This is an optimization exercise on Yosys and OpenROAD, whose aim is small area, not a production implementation. The RTL was checked by simulation tests, not by an equivalence proof against the original design. Power is estimated from default activity; no workload was simulated.

// Seven_Segment
module Seven_Segment(
    input CLK,
    input rst,
    input switch_up,
    input switch_clear,
    input switch_stop,
    output [7:0] SEG,
    output [3:0] DIGIT,
    output reg [23:0] io_led
    );
wire step, tick, p0, early, tick_prev, tick_now;
reg [15:0] B;
display_7_seg display(.CLK (CLK), .rst (rst), .digits (B), .step (step),
		.tick (tick), .p0 (p0), .early (early), .tick_prev (tick_prev),
		.tick_now (tick_now), .SEG (SEG), .DIGIT (DIGIT));
wire s_up, s_clear, s_stop;
debouncer d1(.CLK (CLK), .rst (rst), .mask (early), .switch_input (switch_up), .trans_dn (s_up));
debouncer d2(.CLK (CLK), .rst (rst), .mask (early), .switch_input (switch_clear), .trans_dn (s_clear));
debouncer d3(.CLK (CLK), .rst (rst), .mask (early), .switch_input (switch_stop), .trans_dn (s_stop));
reg run, dir;
always @(posedge CLK)
begin
  if (rst)
  begin
    run <= 1'b0;
    dir <= 1'b1;
  end
  else if (s_stop)
    run <= ~run;
  else if (s_clear)
    run <= 1'b0;
  else if (s_up)
  begin
    run <= 1'b1;
    dir <= run & ~dir;
  end
end
wire cnt = tick & run;
wire clr_led = rst | (s_clear & ~cnt);
wire [24:0] tog;
assign tog[0] = cnt;
genvar gi;
generate
  for (gi = 0; gi < 24; gi = gi + 1)
  begin : led
    assign tog[gi+1] = tog[gi] & ~(io_led[gi] ^ dir);
    always @(posedge CLK)
      io_led[gi] <= ~clr_led & (io_led[gi] ^ tog[gi]);
  end
endgenerate
reg Z, W, cp, cd, ce;
always @(posedge CLK)
begin
  if (step)
  begin
    ce <= s_clear;
    if (tick)
    begin
      cp <= run;
      cd <= dir;
    end
  end
  if (rst)
    cp <= 1'b0;
end
always @(posedge CLK)
begin
  if (rst)
  begin
    Z <= 1'b1;
    W <= 1'b0;
  end
  else if (p0)
  begin
    Z <= s_clear | (ce & ~(tick_now & cp));
    W <= ce & tick_now & cp & ~s_clear;
  end
  else if (~step)
  begin
    Z <= Z | s_clear;
    W <= W & ~s_clear;
  end
end
function [3:0] bump;
  input [3:0] b;
  input up;
  begin
    bump[0] = (b[3] & ~up) | (~b[1] & ~b[3] & up) | (~b[2] & up);
    bump[1] = ~b[1];
    bump[2] = (~b[0] & ~up) | (~b[3] & up) | (b[0] & ~b[1] & up) | (b[1] & b[3] & ~up);
  ...
For scale: roughly 370 cells after synthesis, about 41 I/O pins, ~3600 µm² of cells after synthesis.
==> module decoder_7_seg, before the edit <==
module decoder_7_seg(
   input [3:0] d,
   output [7:0] SEG
   );
assign SEG[0] = 1'b1;
assign SEG[1] = d[2] & ~d[3];
assign SEG[2] = (~d[2] & d[3]) | (d[0] & d[1] & d[3]);
assign SEG[3] = ~d[0] & ~d[1] & d[2];
assign SEG[4] = d[0] & ~d[3];
assign SEG[5] = (d[2] & ~d[3]) | d[1];
assign SEG[6] = (~d[0] & ~d[1] & d[2]) | (d[1] & ~d[3]);
assign SEG[7] = (~d[1] & ~d[2] & ~d[3]) | (d[0] & d[1] & ~d[3]);
endmodule
==> module display_7_seg, before the edit <==
module display_7_seg(
    input CLK,
    input rst,
    input [15:0] digits,
    output step,
    output tick,
    output p0,
    output early,
    output tick_prev,
    output tick_now,
    output [7:0] SEG,
    output [3:0] DIGIT
    );
reg [4:0] p5;
reg [1:0] q;
reg [2:0] m;
wire idle0 = m[2] & m[1];                  
assign step = p5[4] & ~p5[3] & ~p5[1] & ~p5[0];  
assign tick = step & m[2] & ~m[1] & q[0];  
assign p0 = (p5 == 5'd0);
wire fb = (p5[0] & p5[2] & p5[4]) | (~p5[2] & ~p5[4]) | (~p5[0] & p5[3] & ~p5[4]);
assign early = idle0 & (p5[4:1] == 4'd0);   
assign tick_prev = ~m[2] & ~m[1] & m[0] & q[0];   
assign tick_now = ~m[2] & ~m[1] & ~m[0] & ~q[0];  
always @(posedge CLK)
begin
  if (rst)
    p5 <= 5'd0;
  else
    p5 <= {p5[3:0], fb};
end
always @(posedge CLK)
begin
  if (rst)
  begin
    q <= 2'd0;
    m <= 3'd7;
  end
  else if (step)
  begin
    q <= q + 2'd1;
    m <= {m[0] & m[1] & ~m[2], m[0] ^ m[1], ~(m[0] ^ m[2])};
  end
end
assign DIGIT = idle0 ? 4'b0000 : ~(4'b0001 << (q - 2'd1));
wire [1:0] sel = q - 2'd1 - {1'b0, p0};
wire [3:0] d = digits[{sel, 2'b00} +: 4];
wire [7:0] code;
decoder_7_seg decoder(.d (d), .SEG (code));
assign SEG = (p0 & idle0) ? 8'd0 : code;
endmodule
==> module Seven_Segment, before the edit <==
module Seven_Segment(
    input CLK,
    input rst,
    input switch_up,
    input switch_clear,
    input switch_stop,
    output [7:0] SEG,
    output [3:0] DIGIT,
    output reg [23:0] io_led
    );
wire step, tick, p0, early, tick_prev, tick_now;
reg [15:0] B;
display_7_seg display(.CLK (CLK), .rst (rst), .digits (B), .step (step),
		.tick (tick), .p0 (p0), .early (early), .tick_prev (tick_prev),
		.tick_now (tick_now), .SEG (SEG), .DIGIT (DIGIT));
wire s_up, s_clear, s_stop;
debouncer d1(.CLK (CLK), .rst (rst), .mask (early), .switch_input (switch_up), .trans_dn (s_up));
debouncer d2(.CLK (CLK), .rst (rst), .mask (early), .switch_input (switch_clear), .trans_dn (s_clear));
debouncer d3(.CLK (CLK), .rst (rst), .mask (early), .switch_input (switch_stop), .trans_dn (s_stop));
reg run, dir;
always @(posedge CLK)
begin
  if (rst)
  begin
    run <= 1'b0;
    dir <= 1'b1;
  end
  else if (s_stop)
    run <= ~run;
  else if (s_clear)
    run <= 1'b0;
  else if (s_up)
  begin
    run <= 1'b1;
    dir <= run & ~dir;
  end
end
wire cnt = tick & run;
wire clr_led = rst | (s_clear & ~cnt);
wire [24:0] tog;
assign tog[0] = cnt;
genvar gi;
generate
  for (gi = 0; gi < 24; gi = gi + 1)
  begin : led
    assign tog[gi+1] = tog[gi] & ~(io_led[gi] ^ dir);
    always @(posedge CLK)
      io_led[gi] <= ~clr_led & (io_led[gi] ^ tog[gi]);
  end
endgenerate
reg Z, W, cp, cd, ce;
always @(posedge CLK)
begin
  if (step)
  begin
    ce <= s_clear;
    if (tick)
    begin
      cp <= run;
      cd <= dir;
    end
  end
  if (rst)
    cp <= 1'b0;
end
always @(posedge CLK)
begin
  if (rst)
  begin
    Z <= 1'b1;
    W <= 1'b0;
  end
  else if (p0)
  begin
    Z <= s_clear | (ce & ~(tick_now & cp));
    W <= ce & tick_now & cp & ~s_clear;
  end
  else if (~step)
  begin
    Z <= Z | s_clear;
    W <= W & ~s_clear;
  end
end
function [3:0] bump;
  input [3:0] b;
  input up;
  begin
    bump[0] = (b[3] & ~up) | (~b[1] & ~b[3] & up) | (~b[2] & up);
    bump[1] = ~b[1];
    bump[2] = (~b[0] & ~up) | (~b[3] & up) | (b[0] & ~b[1] & up) | (b[1] & b[3] & ~up);
    bump[3] = (~b[0] & b[1] & ~up) | (~b[2] & ~up) | (b[0] & up);
  end
endfunction
function lim;
  input [3:0] b;
  input up;
  lim = up ? (~b[0] & b[1] & b[3]) : (~b[0] & ~b[1] & ~b[3]);
endfunction
wire inc = tick_prev & cp;
wire [3:0] k;
assign k[0] = 1'b1;
assign k[1] = lim(B[3:0], cd);
assign k[2] = k[1] & lim(B[7:4], cd);
assign k[3] = k[2] & lim(B[11:8], cd);
generate
  for (gi = 0; gi < 4; gi = gi + 1)
  begin : dig
    always @(posedge CLK)
      if (p0 & (Z | (inc & (k[gi] | W))))
        B[4*gi +: 4] <= (Z | ~k[gi]) ? 4'd0 : bump(B[4*gi +: 4], cd);
  end
endgenerate
endmodule
==> flow/config.mk <==
export PLATFORM = sky130hd
export DESIGN_NAME = Seven_Segment
export DESIGN_NICKNAME = Seven_Segment
export VERILOG_FILES = /design/flow/design.v
export SDC_FILE = /design/flow/constraint.sdc
export NUM_CORES = 4
export LEC_CHECK = 0
export ABC_AREA = 1
export CAP_MARGIN = 20
export CORE_MARGIN = 2
export CORE_UTILIZATION = 40
export GPL_TIMING_DRIVEN = 0
export SLEW_MARGIN = 20
==> flow/constraint.sdc <==
create_clock -name core_clock -period 5.0 [get_ports {CLK}]
set_input_delay 1.0000 -clock core_clock [delete_from_list [all_inputs] [get_ports {CLK}]]
set_output_delay 1.0000 -clock core_clock [all_outputs]
set_load 0.01 [all_outputs]
standard.sh (not shown) runs the stock make flow with config.mk's settings and CLKGATE_MAP_FILE= SYNTH_SCRIPT=/design/flow/synth_recipe.tcl, a recipe that flattens the netlist after the stock synthesis.
==> flow/flow/run.sh <==
#!/bin/bash
# Layout flow.
#  1. the standard synthesis (the reference for register names and cells).
#  2. The same ORFS synthesis again in a second work folder, with a stronger
#     ABC area script and without the adder cells; it is used only if its
#     registers (names and cells) are exactly the standard synthesis's.
#  3. The standard ORFS flow from floorplan on, with minimum-size port
#     buffers and a clock tree of small clock buffers.
set -euo pipefail
W=$PWD
R=$W/orfs/results/$FLOW_PLATFORM/Seven_Segment/base
R2=$W/orfs_my/results/$FLOW_PLATFORM/Seven_Segment/base

bash standard.sh synth > $W/synth_std.log 2>&1
cp $R/1_2_yosys.v $W/netlist_std.v

rm -rf $W/myscripts
cp -r $FLOW_HOME/scripts $W/myscripts
cp $W/flow/area.abc $W/myscripts/abc_area.script
if bash standard.sh WORK_HOME=$W/orfs_my SCRIPTS_DIR=$W/myscripts ADDER_MAP_FILE= ABC_AREA=1 synth > $W/synth_my.log 2>&1 \
   && python3 $W/flow/regs.py $W/netlist_std.v $R2/1_2_yosys.v > $W/regs_check.log 2>&1; then
  echo "using own synthesis" >> $W/regs_check.log
  cp $R2/1_2_yosys.v $W/netlist_my.v
  cp $W/netlist_my.v $R/1_2_yosys.v
  rm -f $R/1_synth.odb $R/1_synth.sdc
else
  echo "using standard synthesis" >> $W/regs_check.log
fi

export BUFFER_PORTS_ARGS="-buffer_cell sky130_fd_sc_hd__buf_1"
export CTS_ARGS="${CTS_ARGS_OVERRIDE:--sink_clustering_enable -repair_clock_nets -dont_use_dummy_load -buf_list sky130_fd_sc_hd__clkbuf_8}"
bash standard.sh > $W/layout.log 2>&1
==> flow/flow/area.abc <==
strash
dc2
balance; rewrite; refactor; balance; rewrite; rewrite -z; balance; refactor -z; rewrite -z; balance
&get -n
&dch -f
&nf -p -R 1000
&put
strash
dc2
balance; rewrite; refactor; balance; rewrite; rewrite -z; balance; refactor -z; rewrite -z; balance
&get -n
&dch -f
&nf -p -R 1000
&put
topo
==> flow/flow/regs.py <==
# regs.py A.v B.v: exit 0 if both netlists hold the same registers (instance name and cell)
import re, sys
def regs(f):
    t = open(f).read()
    return sorted(re.findall(r'^\s*(sky130_fd_sc_hd__(?:df|edf|sdf|dl)\w+)\s+(\S+)\s*\(', t, re.M))
a = regs(sys.argv[1]); b = regs(sys.argv[2])
print(len(a), len(b), 'same' if a == b else 'different')
sys.exit(0 if a == b and len(a) > 0 else 1)
The baseline completed without violations.
Change:
--- a/flow/design.v
+++ b/flow/design.v
@@ -35,19 +35,19 @@
 endmodule
 module decoder_7_seg(
    input [3:0] d,
    output [7:0] SEG
    );
 assign SEG[0] = 1'b1;
-assign SEG[1] = d[2] & ~d[3];
-assign SEG[2] = (~d[2] & d[3]) | (d[0] & d[1] & d[3]);
-assign SEG[3] = ~d[0] & ~d[1] & d[2];
-assign SEG[4] = d[0] & ~d[3];
-assign SEG[5] = (d[2] & ~d[3]) | d[1];
-assign SEG[6] = (~d[0] & ~d[1] & d[2]) | (d[1] & ~d[3]);
-assign SEG[7] = (~d[1] & ~d[2] & ~d[3]) | (d[0] & d[1] & ~d[3]);
+assign SEG[1] = (~d[0] & ~d[1] & d[2]) | (d[0] & ~d[1] & ~d[2] & ~d[3]);
+assign SEG[2] = (~d[0] & d[1] & d[2]) | (d[0] & ~d[1] & d[2]);
+assign SEG[3] = ~d[0] & d[1] & ~d[2];
+assign SEG[4] = (~d[0] & ~d[1] & d[2]) | (d[0] & d[1] & d[2]) | (d[0] & ~d[1] & ~d[2] & ~d[3]);
+assign SEG[5] = (~d[1] & d[2]) | d[0];
+assign SEG[6] = (d[1] & ~d[2]) | (d[0] & d[1]) | (d[0] & ~d[2] & ~d[3]);
+assign SEG[7] = (d[0] & d[1] & d[2]) | (~d[1] & ~d[2] & ~d[3]);
 endmodule
 module display_7_seg(
     input CLK,
     input rst,
     input [15:0] digits,
     output step,
@@ -60,38 +60,34 @@
     output [3:0] DIGIT
     );
 reg [4:0] p5;
 reg [1:0] q;
 reg [2:0] m;
 wire idle0 = m[2] & m[1];                  
-assign step = p5[4] & ~p5[3] & ~p5[1] & ~p5[0];  
+assign step = p5[4] & p5[3];               
 assign tick = step & m[2] & ~m[1] & q[0];  
 assign p0 = (p5 == 5'd0);
-wire fb = (p5[0] & p5[2] & p5[4]) | (~p5[2] & ~p5[4]) | (~p5[0] & p5[3] & ~p5[4]);
-assign early = idle0 & (p5[4:1] == 4'd0);   
+assign early = idle0 & (p5[4:1] == 4'd0);
 assign tick_prev = ~m[2] & ~m[1] & m[0] & q[0];   
 assign tick_now = ~m[2] & ~m[1] & ~m[0] & ~q[0];  
 always @(posedge CLK)
 begin
   if (rst)
+  begin
     p5 <= 5'd0;
-  else
-    p5 <= {p5[3:0], fb};
-end
-always @(posedge CLK)
-begin
-  if (rst)
-  begin
     q <= 2'd0;
     m <= 3'd7;
   end
   else if (step)
   begin
+    p5 <= 5'd0;
     q <= q + 2'd1;
     m <= {m[0] & m[1] & ~m[2], m[0] ^ m[1], ~(m[0] ^ m[2])};
   end
+  else
+    p5 <= p5 + 5'd1;
 end
 assign DIGIT = idle0 ? 4'b0000 : ~(4'b0001 << (q - 2'd1));
 wire [1:0] sel = q - 2'd1 - {1'b0, p0};
 wire [3:0] d = digits[{sel, 2'b00} +: 4];
 wire [7:0] code;
 decoder_7_seg decoder(.d (d), .SEG (code));
@@ -181,22 +177,31 @@
   end
 end
 function [3:0] bump;
   input [3:0] b;
   input up;
   begin
-    bump[0] = (b[3] & ~up) | (~b[1] & ~b[3] & up) | (~b[2] & up);
-    bump[1] = ~b[1];
-    bump[2] = (~b[0] & ~up) | (~b[3] & up) | (b[0] & ~b[1] & up) | (b[1] & b[3] & ~up);
-    bump[3] = (~b[0] & b[1] & ~up) | (~b[2] & ~up) | (b[0] & up);
+    bump[0] = ~b[0];
+    if (up)
+    begin
+      bump[1] = b[0] ? (~b[1] & ~b[3]) : b[1];
+      bump[2] = b[2] ^ (b[1] & b[0]);
+      bump[3] = b[0] ? (b[2] & b[1]) : b[3];
+    end
+    else
+    begin
+      bump[1] = b[0] ? b[1] : (~b[1] & (b[2] | b[3]));
+      bump[2] = b[0] ? b[2] : ((b[2] & b[1]) | b[3]);
+      bump[3] = b[0] ? b[3] : ~(b[3] | b[2] | b[1]);
+    end
   end
 endfunction
 function lim;
   input [3:0] b;
   input up;
-  lim = up ? (~b[0] & b[1] & b[3]) : (~b[0] & ~b[1] & ~b[3]);
+  lim = up ? (b[3] & b[0]) : ~(b[3] | b[2] | b[1] | b[0]);
 endfunction
 wire inc = tick_prev & cp;
 wire [3:0] k;
 assign k[0] = 1'b1;
 assign k[1] = lim(B[3:0], cd);
 assign k[2] = k[1] & lim(B[7:4], cd);
Effect: The changed run completed without violations. Area after synthesis came out higher by 1.9%. Via count is higher by 6.4%. Power came out higher by 6.9%. Core utilization barely changes. Hold slack improves by 0.0088 ns. Cell count increases by 5.6%. Sequential share of layout area is lower by 0.34 points. Global-route usage rises by 0.64 points. Cell area rose by 0.84%. Wire length grows by 6.5%.

==> separate check: timing with driven ports <==
How much do the figures lean on ideal ports? The routed layouts below were timed once more, with nothing changed but the port constraints. Step 1: set_driving_cell puts a clkbuf_16 on CLK and a buf_2 on each other input, an assumption about the parent block. Step 2 moves the port delays by t, midway between the first and last clock arrival at a register: inputs arrive t later, outputs are due t later. That takes back most of the time a late clock gives input paths. Three values: no drivers, after step 1, after step 2; two values: the first two.
run	t (ns)	slack for setup (ns)	worst hold slack (ns)
the first run	0.369	0.464 / 0.464 / 0.464	0.320 / 0.320 / 0.320
the second run	0.364	0.542 / 0.542 / 0.542	0.329 / 0.329 / 0.329
After both steps setup and hold are still met in every run listed.
